This is an optimization exercise on Yosys and OpenROAD, whose aim is small area and few clock cycles, not a production implementation.
The RTL was checked by simulation tests, not by an equivalence proof against the original design.

==> flow/design.v <==
module LCD_CTRL(clk, reset, IROM_Q, cmd, cmd_valid, IROM_EN, IROM_A, IRB_RW, IRB_D, IRB_A, busy, done);
input            clk;
input            reset;
input      [7:0] IROM_Q;
input      [3:0] cmd;
input            cmd_valid;
output           IROM_EN;
output     [5:0] IROM_A;
output           IRB_RW;
output     [7:0] IRB_D;
output     [5:0] IRB_A;
output           busy;
output           done;
reg  [2:0] wr;           
reg  [2:0] wc;           
reg  [2:0] r0, r1;       
reg  [2:0] c0, c1;
reg        sact;         
reg  [1:0] sdir;         
reg  [2:0] sk;           
reg        ld_v;         
reg  [5:0] ld_a;
reg        wr_req;       
reg [63:0] dirty;
wire [7:0] pix   [0:63];
wire       rows_e = (r1 < r0);               
wire       av_u   = (r0 != 3'd0);
wire       av_d   = (r1 != 3'd7);
wire       av_l   = (c0 != 3'd0) & ~rows_e;
wire       av_r   = (c1 != 3'd7) & ~rows_e;
wire       full   = ~av_u & ~av_d & ~av_l & ~av_r;
wire [2:0] wr1    = wr + 3'd1;
wire [2:0] wc1    = wc + 3'd1;
wire       in_r   = ~rows_e & (wr >= r0) & (wr1 <= r1);
wire       in_c   = (wc >= c0) & (wc1 <= c1);
reg  [1:0] nd;
always @(*) begin
    if (av_d & ~(wr1 <= r1))      nd = 2'd1;
    else if (av_u & (wr < r0))    nd = 2'd0;
    else if (av_l & (wc < c0))    nd = 2'd2;
    else if (av_r & ~(wc1 <= c1)) nd = 2'd3;
    else if (av_u & (~av_d | (wr - r0) <= (r1 - wr1)) & (~av_l | (wr - r0) <= (wc - c0)) & (~av_r | (wr - r0) <= (c1 - wc1)))
                                  nd = 2'd0;
    else if (av_d & (~av_l | (r1 - wr1) <= (wc - c0)) & (~av_r | (r1 - wr1) <= (c1 - wc1)))
                                  nd = 2'd1;
    else if (av_l & (~av_r | (wc - c0) <= (c1 - wc1)))
                                  nd = 2'd2;
    else                          nd = 2'd3;
end
wire       issue  = sact | ~full;
wire [1:0] d      = sact ? sdir : nd;
wire [2:0] k      = sact ? sk : 3'd0;
wire [2:0] slast  = d[1] ? (r1 - r0) : (c1 - c0);
wire       last   = (k == slast);
reg  [2:0] qr, qc;       
always @(*) begin
    case (d)
        2'd0:    begin qr = r0 - 3'd1; qc = c0 + k;    end
        2'd1:    begin qr = r1 + 3'd1; qc = c0 + k;    end
        2'd2:    begin qr = r0 + k;    qc = c0 - 3'd1; end
        default: begin qr = r0 + k;    qc = c1 + 3'd1; end
    endcase
end
assign IROM_EN = ~(issue | reset);
assign IROM_A  = reset ? 6'd27 : {qr, qc};
always @(posedge clk) begin
    if (reset) begin
        r0   <= 3'd3;
        r1   <= 3'd2;
        c0   <= 3'd3;
        c1   <= 3'd4;
        sact <= 1'b1;
        sdir <= 2'd1;
        sk   <= 3'd1;
        ld_v <= 1'b1;
        ld_a <= 6'd27;
    end else begin
        ld_v <= issue;
        ld_a <= {qr, qc};
        if (issue) begin
            sact <= ~last;
            sdir <= d;
            sk   <= k + 3'd1;
            if (last) begin
                case (d)
                    2'd0:    r0 <= r0 - 3'd1;
                    2'd1:    r1 <= r1 + 3'd1;
                    2'd2:    c0 <= c0 - 3'd1;
                    default: c1 <= c1 + 3'd1;
                endcase
            end
        end
    end
end
wire       ld_in  = ((ld_a[5:3] == wr) | (ld_a[5:3] == wr1)) & ((ld_a[2:0] == wc) | (ld_a[2:0] == wc1));
wire       ready  = in_r & in_c & ~(ld_v & ld_in);
wire       load_end = full & ~sact & ~ld_v;
wire       flushing  = wr_req & load_end;
wire       any_dirty = |dirty;
assign done = flushing & ~any_dirty;
reg        pv;           
reg  [3:0] pc;
assign busy = ~done & (wr_req | pv);
wire       take    = cmd_valid & ~busy;
wire [3:0] ec      = pv ? pc : cmd;      
wire       is_data = (ec == 4'd5) | (ec == 4'd6) | (ec == 4'd7) |
                     (ec == 4'd9) | (ec == 4'd10) | (ec == 4'd11) | (ec == 4'd12);
wire       exec    = (pv | take) & (~is_data | ready);
wire       cmd_we  = exec & is_data;
always @(posedge clk) begin
    if (reset) begin
        pv <= 1'b0;
        pc <= 4'd0;
    end else begin
        pv <= (pv | take) & ~exec;
        if (take)
            pc <= cmd;
    end
end
always @(posedge clk) begin
    if (reset) begin
        wr     <= 3'd3;
        wc     <= 3'd3;
        wr_req <= 1'b0;
    end else if (exec) begin
        case (ec)
            4'd0: wr_req <= 1'b1;
            4'd1: if (wr != 3'd0) wr <= wr - 3'd1;
            4'd2: if (wr != 3'd6) wr <= wr + 3'd1;
            4'd3: if (wc != 3'd0) wc <= wc - 3'd1;
            4'd4: if (wc != 3'd6) wc <= wc + 3'd1;
            4'd8: begin wr <= 3'd3; wc <= 3'd3; end
            default: ;
        endcase
    end
end
reg  [5:0] fa;           
integer    n;
always @(*) begin
    fa = 6'd0;
    for (n = 63; n >= 0; n = n - 1)
        if (dirty[n]) fa = n[5:0];
end
wire       flush_we = flushing & any_dirty;
wire [1:0] rh0 = wr[2:1] + {1'b0, wr[0]};
wire [1:0] rh1 = wr[2:1];
wire [1:0] ch0 = wc[2:1] + {1'b0, wc[0]};
wire [1:0] ch1 = wc[2:1];
wire [5:0] wa [0:3];     
assign wa[0] = {rh0, 1'b0, ch0, 1'b0};
assign wa[1] = {rh0, 1'b0, ch1, 1'b1};
assign wa[2] = {rh1, 1'b1, ch0, 1'b0};
assign wa[3] = {rh1, 1'b1, ch1, 1'b1};
wire [5:0] ra [0:3];     
wire [7:0] bv [0:3];     
genvar b;
generate
    for (b = 0; b < 4; b = b + 1) begin : g_rd
        assign ra[b] = flushing ? {fa[5:4], b[1], fa[2:1], b[0]} : wa[b];
        assign bv[b] = pix[ra[b]];
    end
endgenerate
wire [9:0] sum = bv[0] + bv[1] + bv[2] + bv[3];
wire [7:0] avg = sum[9:2];
reg  [7:0] nv [0:3];     
integer    j;
always @(*) begin
    for (j = 0; j < 4; j = j + 1) begin
        case (ec)
            4'd5:    nv[j] = avg;
            4'd6:    nv[j] = bv[j ^ 2];
            4'd7:    nv[j] = bv[j ^ 1];
            4'd9:    nv[j] = (bv[j][7:6] == 2'b11) ? 8'd255 : {bv[j][7:6] + 2'd1, bv[j][5:0]};
            4'd10:   nv[j] = (bv[j][7:6] == 2'b00) ? 8'd0   : {bv[j][7:6] - 2'd1, bv[j][5:0]};
            4'd11:   nv[j] = (bv[j] > 8'd128) ? 8'd255 : 8'd0;
            default: nv[j] = (bv[j] < 8'd128) ? 8'd255 : 8'd0;
        endcase
    end
end
wire [1:0] fb = {fa[3], fa[0]};
genvar a;
generate
    for (a = 0; a < 64; a = a + 1) begin : g_pix
        wire [1:0] bk    = {a[3], a[0]};
        wire       sel   = (ra[bk] == a);
        wire       c_hit = cmd_we & sel;
        wire       l_hit = ld_v & (ld_a == a);
        wire       h_hit = ~(c_hit | l_hit);
        reg  [7:0] q;
        always @(posedge clk)
            q <= ({8{c_hit}} & nv[bk]) | ({8{l_hit}} & IROM_Q) | ({8{h_hit}} & q);
        assign pix[a] = q;
        always @(posedge clk)
            dirty[a] <= ~reset & (c_hit | (dirty[a] & ~(flush_we & sel & (fb == bk))));
    end
endgenerate
assign IRB_RW = ~((ld_v & ~reset) | flush_we);
assign IRB_A  = ld_v ? ld_a : fa;
assign IRB_D  = ld_v ? IROM_Q : bv[fb];
endmodule
make LEC_CHECK=0 CAP_MARGIN=10 CORE_MARGIN=2 CORE_UTILIZATION=50 CTS_CLUSTER_DIAMETER=110 CTS_CLUSTER_SIZE=24 PLACE_DENSITY=0.6 SLEW_MARGIN=10 finish   # period 10.0 ns
run.sh (not shown) runs the stock make flow with config.mk's settings and CLKGATE_MAP_FILE= SYNTH_SCRIPT=/design/flow/synth_recipe.tcl, a recipe that flattens the netlist after the stock synthesis.
Testbench counts at the start, summed over its fixed seeds: cycles 6,545.
Then changed:
--- a/flow/design.v
+++ b/flow/design.v
@@ -62,9 +62,9 @@
     endcase
 end
 assign IROM_EN = ~(issue | reset);
 assign IROM_A  = reset ? 6'd27 : {qr, qc};
-always @(posedge clk) begin
+always @(posedge clk or posedge reset) begin
     if (reset) begin
         r0   <= 3'd3;
         r1   <= 3'd2;
         c0   <= 3'd3;
@@ -106,9 +106,9 @@
 wire       is_data = (ec == 4'd5) | (ec == 4'd6) | (ec == 4'd7) |
                      (ec == 4'd9) | (ec == 4'd10) | (ec == 4'd11) | (ec == 4'd12);
 wire       exec    = (pv | take) & (~is_data | ready);
 wire       cmd_we  = exec & is_data;
-always @(posedge clk) begin
+always @(posedge clk or posedge reset) begin
     if (reset) begin
         pv <= 1'b0;
         pc <= 4'd0;
     end else begin
@@ -116,9 +116,9 @@
         if (take)
             pc <= cmd;
     end
 end
-always @(posedge clk) begin
+always @(posedge clk or posedge reset) begin
     if (reset) begin
         wr     <= 3'd3;
         wc     <= 3'd3;
         wr_req <= 1'b0;
After rerunning: The new run produced a clean layout. Hold slack improves by 0.021 ns. Area after synthesis rises by 1.2%. Die area went up by 1.2%. Fmax came out higher by 2.3%. Cell area went up by 1.7%. Wire length rises by 3.5%. Clock skew is higher by 0.0080 ns.
Testbench counts after the change, summed over its fixed seeds: cycles 6,545.

[static timing again, ports no longer ideal]
No port has a modelled driver above. Below, the same layouts with a new extraction and two added sets of constraints. Step 1, drivers: a clkbuf_16 drives clk and a buf_2 each remaining input, both assumed. Step 2 adds t to the input delays and takes it off the output delays; t is the mean of the earliest and latest rising clock arrival at the registers after step 1. Input paths then give back, and output paths get back, about the clock's delay inside the block. Slacks: no drivers / after step 1 / after step 2; pairs: no drivers / after step 1.
run	t (ns)	slack for setup (ns)	worst hold slack (ns)	worst data-port slew with drivers (ns)	pins driven straight from the clock port
the first run	0.708	0.892 / 0.832 / 1.163	0.464 / 0.464 / 0.464	0.05	1
the second run	0.729	1.094 / 1.026 / 1.146	0.485 / 0.485 / 0.485	0.07	1
After both steps every run listed still meets setup and hold.
